Context: an optimization exercise on an open-source flow, tuned for small area, a short achievable clock period and few clock cycles per item. The choices shown serve that exercise and are no tape-out recipe. At most, simulation tests tie the RTL to the original design; equivalence was not proved. Power is estimated from default activity; no workload was simulated.

==> v16: inputs <==
==> flow/design.v <==
module xillybus_wrapper (
    input         ap_clk,
    input         ap_rst,
    input  [31:0] in_r_dout,
    input         in_r_empty_n,
    output        in_r_read,
    output [31:0] out_r_din,
    input         out_r_full_n,
    output        out_r_write
);
    function [1:0] step3(input [1:0] m, input b);
        case ({m, b})
            3'b000: step3 = 2'd0;
            3'b001: step3 = 2'd1;
            3'b010: step3 = 2'd2;
            3'b011: step3 = 2'd0;
            3'b100: step3 = 2'd1;
            3'b101: step3 = 2'd2;
            default: step3 = 2'bxx;
        endcase
    endfunction
    wire [7:0] R = in_r_dout[23:16];
    wire [7:0] G = in_r_dout[15:8];
    wire [7:0] B = in_r_dout[7:0];
    reg        vld;
    reg  [9:0] s;
    wire ready = ~vld | out_r_full_n;
    assign in_r_read   = in_r_empty_n & ready;
    assign out_r_write = vld & out_r_full_n;
    always @(posedge ap_clk) begin
        if (ap_rst) vld <= 1'b0;
        else if (ready) vld <= in_r_empty_n;
        if (ready) s <= R + G + B;
    end
    reg [1:0] m [0:10];
    reg [7:0] q;
    integer i;
    always @* begin
        m[10] = 2'd0;
        for (i = 9; i >= 0; i = i - 1) m[i] = step3(m[i+1], s[i]);
        for (i = 0; i < 8; i = i + 1) q[i] = m[i+1][1] | (m[i+1][0] & s[i]);
    end
    assign out_r_din = {24'd0, q};
endmodule
==> flow/flow/run.sh <==
#!/bin/bash
# Standard ORFS layout with two changes: every port buffer starts as a
# sky130_fd_sc_hd__buf_1 (the resizer may still resize it), and the constant
# outputs share the one tie cell synthesis made instead of one tie cell each.
set -euo pipefail
bash standard.sh SKIP_REPAIR_TIE_FANOUT=1 \
  "BUFFER_PORTS_ARGS=-buffer_cell sky130_fd_sc_hd__buf_1" finish > standard_flow.log 2>&1
==> flow/standard.sh <==
#!/bin/bash
# synth_recipe.tcl (not shown) runs the flow's synth.tcl, then flattens the netlist and writes it again
# the make line also repeats each setting of config.mk as NAME=value (left out here)
make -C /OpenROAD-flow-scripts/flow DESIGN_CONFIG=/design/flow/config.mk WORK_HOME=/design/flow/orfs CLKGATE_MAP_FILE= SYNTH_SCRIPT=/design/flow/synth_recipe.tcl "${@:-finish}"
==> flow/config.mk <==
export PLATFORM = sky130hd
export DESIGN_NAME = xillybus_wrapper
export DESIGN_NICKNAME = xillybus_wrapper
export VERILOG_FILES = /design/flow/design.v
export SDC_FILE = /design/flow/constraint.sdc
export NUM_CORES = 4
export LEC_CHECK = 0
export ABC_AREA = 1
export CAP_MARGIN = 20
export CORE_AREA = 2.3 2.72 61.64 61.2
export DIE_AREA = 0 0 64 64
export SETUP_SLACK_MARGIN = 3.4
export SLEW_MARGIN = 20
==> flow/constraint.sdc <==
create_clock -name core_clock -period 7.0 [get_ports {ap_clk}]
set_input_delay 1.4000 -clock core_clock [delete_from_list [all_inputs] [get_ports {ap_clk}]]
set_output_delay 1.4000 -clock core_clock [all_outputs]
set_load 0.01 [all_outputs]
==> v11 (differences from v16) <==
==> flow/design.v, changed modules only <==
module xillybus_wrapper (
    input         ap_clk,
    input         ap_rst,
    input  [31:0] in_r_dout,
    input         in_r_empty_n,
    output        in_r_read,
    output [31:0] out_r_din,
    input         out_r_full_n,
    output        out_r_write
);
    localparam K = 5;
    function [1:0] step3(input [1:0] m, input b);
        case ({m, b})
            3'b000: step3 = 2'd0;
            3'b001: step3 = 2'd1;
            3'b010: step3 = 2'd2;
            3'b011: step3 = 2'd0;
            3'b100: step3 = 2'd1;
            3'b101: step3 = 2'd2;
            default: step3 = 2'bxx;
        endcase
    endfunction
    wire [7:0] R = in_r_dout[23:16];
    wire [7:0] G = in_r_dout[15:8];
    wire [7:0] B = in_r_dout[7:0];
    wire [9:0] sum = R + G + B;
    reg [1:0] mt [K:10];
    reg [7:K] qt;
    integer i;
    always @* begin
        mt[10] = 2'd0;
        for (i = 9; i >= K; i = i - 1) mt[i] = step3(mt[i+1], sum[i]);
        for (i = K; i < 8; i = i + 1) qt[i] = mt[i+1][1] | (mt[i+1][0] & sum[i]);
    end
    reg          vld;
    reg  [7:K]   qh;      
    reg  [1:0]   mh;      
    reg  [K-1:0] sl;      
    wire ready = ~vld | out_r_full_n;
    assign in_r_read   = in_r_empty_n & ready;
    assign out_r_write = vld & out_r_full_n;
    always @(posedge ap_clk) begin
        if (ap_rst) vld <= 1'b0;
        else if (ready) vld <= in_r_empty_n;
        if (ready) begin
            qh <= qt;
            mh <= mt[K];
            sl <= sum[K-1:0];
        end
    end
    reg [1:0] m [0:K];
    reg [K-1:0] ql;
    always @* begin
        m[K] = mh;
        for (i = K - 1; i >= 0; i = i - 1) m[i] = step3(m[i+1], sl[i]);
        for (i = 0; i < K; i = i + 1) ql[i] = m[i+1][1] | (m[i+1][0] & sl[i]);
    end
    assign out_r_din = {24'd0, qh, ql};
endmodule
--- a/flow/config.mk
+++ b/flow/config.mk
@@ -8,6 +8,6 @@
 export ABC_AREA = 1
 export CAP_MARGIN = 20
-export CORE_AREA = 2.3 2.72 61.64 61.2
-export DIE_AREA = 0 0 64 64
-export SETUP_SLACK_MARGIN = 3.4
+export CORE_AREA = 2.3 2.72 58.42 59.84
+export DIE_AREA = 0 0 60.5 62.2
+export SETUP_SLACK_MARGIN = 3.3
 export SLEW_MARGIN = 20
==> v8 (differences from v16) <==
==> flow/design.v, changed modules only <==
module xillybus_wrapper (
    input         ap_clk,
    input         ap_rst,
    input  [31:0] in_r_dout,
    input         in_r_empty_n,
    output        in_r_read,
    output [31:0] out_r_din,
    input         out_r_full_n,
    output        out_r_write
);
    localparam K = 6;
    function [1:0] step3(input [1:0] m, input b);
        case ({m, b})
            3'b000: step3 = 2'd0;
            3'b001: step3 = 2'd1;
            3'b010: step3 = 2'd2;
            3'b011: step3 = 2'd0;
            3'b100: step3 = 2'd1;
            3'b101: step3 = 2'd2;
            default: step3 = 2'bxx;
        endcase
    endfunction
    wire [7:0] R = in_r_dout[23:16];
    wire [7:0] G = in_r_dout[15:8];
    wire [7:0] B = in_r_dout[7:0];
    wire [9:0] sum = R + G + B;
    reg [1:0] mt [K:10];
    reg [7:K] qt;
    integer i;
    always @* begin
        mt[10] = 2'd0;
        for (i = 9; i >= K; i = i - 1) mt[i] = step3(mt[i+1], sum[i]);
        for (i = K; i < 8; i = i + 1) qt[i] = mt[i+1][1] | (mt[i+1][0] & sum[i]);
    end
    reg          vld;
    reg  [7:K]   qh;      
    reg  [1:0]   mh;      
    reg  [K-1:0] sl;      
    wire ready = ~vld | out_r_full_n;
    assign in_r_read   = in_r_empty_n & ready;
    assign out_r_write = vld & out_r_full_n;
    always @(posedge ap_clk) begin
        if (ap_rst) vld <= 1'b0;
        else if (ready) vld <= in_r_empty_n;
        if (ready) begin
            qh <= qt;
            mh <= mt[K];
            sl <= sum[K-1:0];
        end
    end
    reg [1:0] m [0:K];
    reg [K-1:0] ql;
    always @* begin
        m[K] = mh;
        for (i = K - 1; i >= 0; i = i - 1) m[i] = step3(m[i+1], sl[i]);
        for (i = 0; i < K; i = i + 1) ql[i] = m[i+1][1] | (m[i+1][0] & sl[i]);
    end
    assign out_r_din = {24'd0, qh, ql};
endmodule
--- a/flow/config.mk
+++ b/flow/config.mk
@@ -8,6 +8,7 @@
 export ABC_AREA = 1
 export CAP_MARGIN = 20
-export CORE_AREA = 2.3 2.72 61.64 61.2
-export DIE_AREA = 0 0 64 64
-export SETUP_SLACK_MARGIN = 3.4
+export CORE_AREA = 2.3 2.72 58.42 59.84
+export DIE_AREA = 0 0 60.5 62.2
+export SETUP_SLACK_MARGIN = 3.5
 export SLEW_MARGIN = 20
+export TNS_END_PERCENT = 0
==> summary.txt <==
Outcome: v16 no timing/DRC/antenna violations; v11 no timing/DRC/antenna violations; v8 no timing/DRC/antenna violations
Non-clock buffers, area share: v16 10.44%; v11 10.02%; v8 10.19%
Fraction of post-synthesis cell area in the top cell type by area: v16 22.35%; v11 21.52%; v8 21.90%
Internal power component: v16 0.3161 mW; v11 0.2282 mW; v8 0.2425 mW
Fill cell instance count of the final layout: v16 323; v11 347; v8 329
Wire length of the first global-routing pass: v16 3.298 mm; v11 3.512 mm; v8 3.381 mm
Die outline width: v16 64 um; v11 60.50 um; v8 60.50 um
Most frequent cell after synthesis: v16 sky130_fd_sc_hd__inv_1; v11 sky130_fd_sc_hd__nand2_1; v8 sky130_fd_sc_hd__nand2_1
Complex-gate fraction of the synthesized area: v16 5.400%; v11 4.664%; v8 4.562%
Power consumed by sequential cells: v16 0.126 mW; v11 0.115 mW; v8 0.119 mW
Warnings, synthesis: v16 2; v11 3; v8 3
Delay contributed by the slowest stage of the critical path: v16 0.42 ns; v11 0.47 ns; v8 0.47 ns
Average wire length per cell after detail routing: v16 8.884 um; v11 8.277 um; v8 7.690 um
Leakage power: v16 0.7417 nW; v11 0.7282 nW; v8 0.7172 nW
Met1 routing resource usage after global routing: v16 11.47%; v11 13.57%; v8 13.53%
Area of the multi-input gates: v16 892.1 um2; v11 802.0 um2; v8 777.0 um2
Met3 track demand over resource in global routing: v16 1.056%; v11 1.875%; v8 1.667%
Post-layout utilization of the core: v16 45.96%; v11 45.59%; v8 44.81%
Capturing element of the worst setup path: v16 out_r_din[0]; v11 mh[1]; v8 mh[0]
Detail Route met3 WL: v16 100 um; v11 124 um; v8 146 um
Maximum clock frequency: v16 284.1 MHz; v11 283.3 MHz; v8 302.7 MHz
Number of global-route vias before repair: v16 885; v11 932; v8 925
Number of distinct library cells after synthesis: v16 22; v11 24; v8 22
Net switching power figure: v16 0.3521 mW; v11 0.2096 mW; v8 0.2438 mW
Testbench counts of v16, summed over its fixed seeds: cycles 8,008, items 8,000.
Testbench counts of v8, summed over its fixed seeds: cycles 8,008, items 8,000.
For v11, only the layout was checked, not whether the RTL still works.

## afterwards: timing with drivers on the ports
Ports are ideal in the flow. The routed layouts listed here were re-timed in OpenROAD.
Step 1 sets driving cells, clkbuf_16 on the clock port and buf_2 on the other inputs (assumed; they add their load-dependent delay and slew).
Step 2 also shifts input and output timing later by t, the mid clock arrival at the registers, as if the neighbouring blocks saw the same clock.
a / b / c = ideal / step 1 / step 2; a / b = the first two.
run | t, ns | slack for setup (ns) | latest minus earliest clock arrival (ns) | worst data-port slew with drivers (ns)
v16 | 0.280 | 3.481 / 3.460 / 3.376 | 0.003 / 0.002 | 0.03
v11 | 0.277 | 3.470 / 3.471 / 3.195 | 0.003 / 0.003 | 0.03
v8 | 0.282 | 3.697 / 3.694 / 3.412 | 0.001 / 0.002 | 0.03
After both steps setup and hold are still met in every run listed. The setup slack of v8, which loses most, moves by -0.003 ns with the drivers and by -0.285 ns with both steps.
